Background: an optimization exercise with open tools, aiming at small area. Do not read the settings as production practice.
Function was checked by simulation only, so behaviour that the tests miss may differ from the original.
Power figures rest on the tool's default switching activity, not on a simulated workload.

Setup of oak:
==> flow/design.v <==
module rf_aoi222 (input a0, b0, a1, b1, a2, b2, output y);
	assign y = ~((a0 & b0) | (a1 & b1) | (a2 & b2));
endmodule
module rf_nand2 (input a0, b0, output y);
	assign y = ~(a0 & b0);
endmodule
module rf_or11n (input [3:0] a, input [3:0] b, input [2:0] c, output y);
	assign y = ~(&a) | ~(&b) | ~(&c);
endmodule
module rf_rdbit (input [31:1] sel, input [31:1] d, output y);
	logic [10:0] t;
	genvar k;
	generate
		for (k = 0; k < 10; k++) begin : g
			rf_aoi222 u (.a0(sel[3*k+1]), .b0(d[3*k+1]), .a1(sel[3*k+2]), .b1(d[3*k+2]),
			             .a2(sel[3*k+3]), .b2(d[3*k+3]), .y(t[k]));
		end
	endgenerate
	rf_nand2 u31 (.a0(sel[31]), .b0(d[31]), .y(t[10]));
	rf_or11n uo (.a(t[3:0]), .b(t[7:4]), .c(t[10:8]), .y(y));
endmodule
module rf_hold (input q, d, we, nwe, output y);
	assign y = (q & nwe) | (d & we);
endmodule
module RFTOP
(
input clk,
input reset,
input Reg_Write_i,
input [4:0] Read_Register_1_i,
input [4:0] Read_Register_2_i,
input [4:0] Write_Register_i,
input [31:0] Write_Data_i,
output [31:0] Read_Data_1_o,
output [31:0] Read_Data_2_o
);
logic [31:0] regs [31:1];
logic [31:0] nxt [31:1];
logic [31:1] valid;
logic [31:1] we, nwe;
logic [31:1] sel1, sel2;
always_comb
	for (int i = 1; i < 32; i++) begin
		we[i]   = Reg_Write_i && (Write_Register_i == 5'(i));
		nwe[i]  = !we[i];
		sel1[i] = valid[i] && (Read_Register_1_i == 5'(i));
		sel2[i] = valid[i] && (Read_Register_2_i == 5'(i));
	end
always_ff @(posedge clk, negedge reset)
	if (!reset) valid <= '0;
	else        valid <= valid | we;
genvar i, b;
generate
	for (i = 1; i < 32; i++) begin : r
		for (b = 0; b < 32; b++) begin : h
			rf_hold u (.q(regs[i][b]), .d(Write_Data_i[b]), .we(we[i]), .nwe(nwe[i]), .y(nxt[i][b]));
		end
	end
endgenerate
always_ff @(posedge clk)
	for (int j = 1; j < 32; j++)
		regs[j] <= nxt[j];
generate
	for (b = 0; b < 32; b++) begin : rb
		logic [31:1] d;
		for (i = 1; i < 32; i++) begin : c
			assign d[i] = regs[i][b];
		end
		rf_rdbit u1 (.sel(sel1), .d(d), .y(Read_Data_1_o[b]));
		rf_rdbit u2 (.sel(sel2), .d(d), .y(Read_Data_2_o[b]));
	end
endgenerate
endmodule
clock: 6.0 ns
lec_check: 0
cap_margin: 0
core_margin: 2
core_utilization: 50
cts_buf_list: sky130_fd_sc_hd__clkbuf_16
cts_cluster_diameter: 80
cts_cluster_size: 28
gpl_timing_driven: 0
place_density: 0.65
slew_margin: 0
synth_hierarchical: 1
standard.sh (not shown) runs the stock make flow with config.mk's settings and CLKGATE_MAP_FILE= SYNTH_SCRIPT=/design/flow/synth_recipe.tcl, a recipe that flattens the netlist after the stock synthesis.
==> flow/flow/run.sh <==
#!/bin/bash
# Layout flow: the standard synthesis unchanged, then the standard ORFS
# layout with small port buffers, without the largest buffer cells, and
# with the drivers of high-fanout nets upsized before repair_design, so
# repair meets slew limits mostly by sizing instead of inserting buffers.
set -o pipefail
here=$(pwd)
dont_use="$(tr -s ' \n' ' ' < flow/dont_use.txt)"
bash standard.sh synth > "$here/synth.log" 2>&1 || exit 1
HF_SIZE=2 HF_MIN_FANOUT=20 bash standard.sh \
  "BUFFER_PORTS_ARGS=-buffer_cell sky130_fd_sc_hd__buf_1" \
  "DONT_USE_CELLS=$dont_use" \
  "PRE_RESIZE_TCL=$here/flow/upsize_hf.tcl" \
  finish > "$here/layout.log" 2>&1 || exit 1
Other scripts of this flow, unchanged in this note and not shown: flow/flow/dont_use.txt, flow/flow/upsize_hf.tcl
oak was carried through to the last stage, and its layout satisfied the timing, DRC and antenna checks.
### oak -> pine
diff --git a/flow/config.mk b/flow/config.mk
--- a/flow/config.mk
+++ b/flow/config.mk
@@ -11,5 +11,5 @@
 export CTS_BUF_LIST = sky130_fd_sc_hd__clkbuf_16
 export CTS_CLUSTER_DIAMETER = 80
-export CTS_CLUSTER_SIZE = 28
+export CTS_CLUSTER_SIZE = 25
 export GPL_TIMING_DRIVEN = 0
 export PLACE_DENSITY = 0.65
==> run summary <==
~same buffer depth of the longest clock path in oak and pine
Changes observed in pine relative to oak: least setup slack across all paths after layout lost 0.051 ns, total chip power shows an increase of 0.47%.
Edits applied to the flow inputs when going from pine to birch:
diff --git a/flow/config.mk b/flow/config.mk
--- a/flow/config.mk
+++ b/flow/config.mk
@@ -8,10 +8,10 @@
 export CAP_MARGIN = 0
 export CORE_MARGIN = 2
-export CORE_UTILIZATION = 50
+export CORE_UTILIZATION = 60
 export CTS_BUF_LIST = sky130_fd_sc_hd__clkbuf_16
 export CTS_CLUSTER_DIAMETER = 80
 export CTS_CLUSTER_SIZE = 25
 export GPL_TIMING_DRIVEN = 0
-export PLACE_DENSITY = 0.65
+export PLACE_DENSITY = 0.72
 export SLEW_MARGIN = 0
 export SYNTH_HIERARCHICAL = 1
- Of birch and pine, only birch fails to finish with a clean layout.
- In birch the implementation ran to completion but is not tape-out ready, as the final checks report negative setup slack.
- From pine to birch the numbers moved as follows: path depth of the worst reg2reg path closely matched the old numbers, sequential power closely matched the old numbers, horizontal extent of the die decreased by about 9% relative to the old numbers.
- birch against pine: met3 routed wirelength now larger, compound-gate portion of the synthesized area roughly the same, area of all sequential standard cells flat.
- birch ended with less switching power than pine.
diff inputs: birch => maple
diff --git a/flow/config.mk b/flow/config.mk
--- a/flow/config.mk
+++ b/flow/config.mk
@@ -8,10 +8,10 @@
 export CAP_MARGIN = 0
 export CORE_MARGIN = 2
-export CORE_UTILIZATION = 60
+export CORE_UTILIZATION = 55
 export CTS_BUF_LIST = sky130_fd_sc_hd__clkbuf_16
 export CTS_CLUSTER_DIAMETER = 80
 export CTS_CLUSTER_SIZE = 25
 export GPL_TIMING_DRIVEN = 0
-export PLACE_DENSITY = 0.72
+export PLACE_DENSITY = 0.68
 export SLEW_MARGIN = 0
 export SYNTH_HIERARCHICAL = 1
--- outcome ---
birch finished every stage; the final checks, however, were not passed, the failures being negative setup slack. Per the final summary, maple finished and its layout is clean on timing, DRC and antenna. Delta (maple minus birch): transition time at the pin with the least slew margin essentially unchanged; relative area change from synthesis to final layout went up by 0.50 points; detailed-route wire length rose by 0.70%; achievable frequency now sits higher. Looking at termination of the worst setup path, the Read_Data_1_o[21] result is from birch; the Read_Data_1_o[18] one comes from maple. The wire length of the first global-routing pass was comparable across maple and birch. Share of layout cells above drive strength 1 was lower in the run labelled birch.

-- static timing again, ports no longer ideal --
The results above use ideal ports. As a check the final layouts listed here were re-extracted and re-timed, cells and wires unchanged. Step 1 sets driving cells, clkbuf_16 on the clock port and buf_2 on the other inputs (assumed; they add their load-dependent delay and slew). Step 2 times the ports against the registers' clock, not the clock port: input delays grow and output delays shrink by t, the midpoint of the rising clock arrivals with the driver on. Slacks: ideal / step 1 / step 2; pairs: ideal / step 1.
run	t (ns)	setup slack, ns	worst setup path at the end	clock arrival spread, ns	cell pins on the clock port's net
oak	0.721	0.235 / 0.213 / 0.213	input to output	0.067 / 0.067	1
pine	0.722	0.184 / 0.162 / 0.162	input to output	0.055 / 0.055	1
birch	0.710	-0.039 / -0.068 / -0.068	input to output	0.033 / 0.033	1
maple	0.736	0.153 / 0.131 / 0.131	input to output	0.039 / 0.039	1
For birch, which loses most, drivers alone change the setup slack by -0.029 ns; drivers and shift together by -0.029 ns.
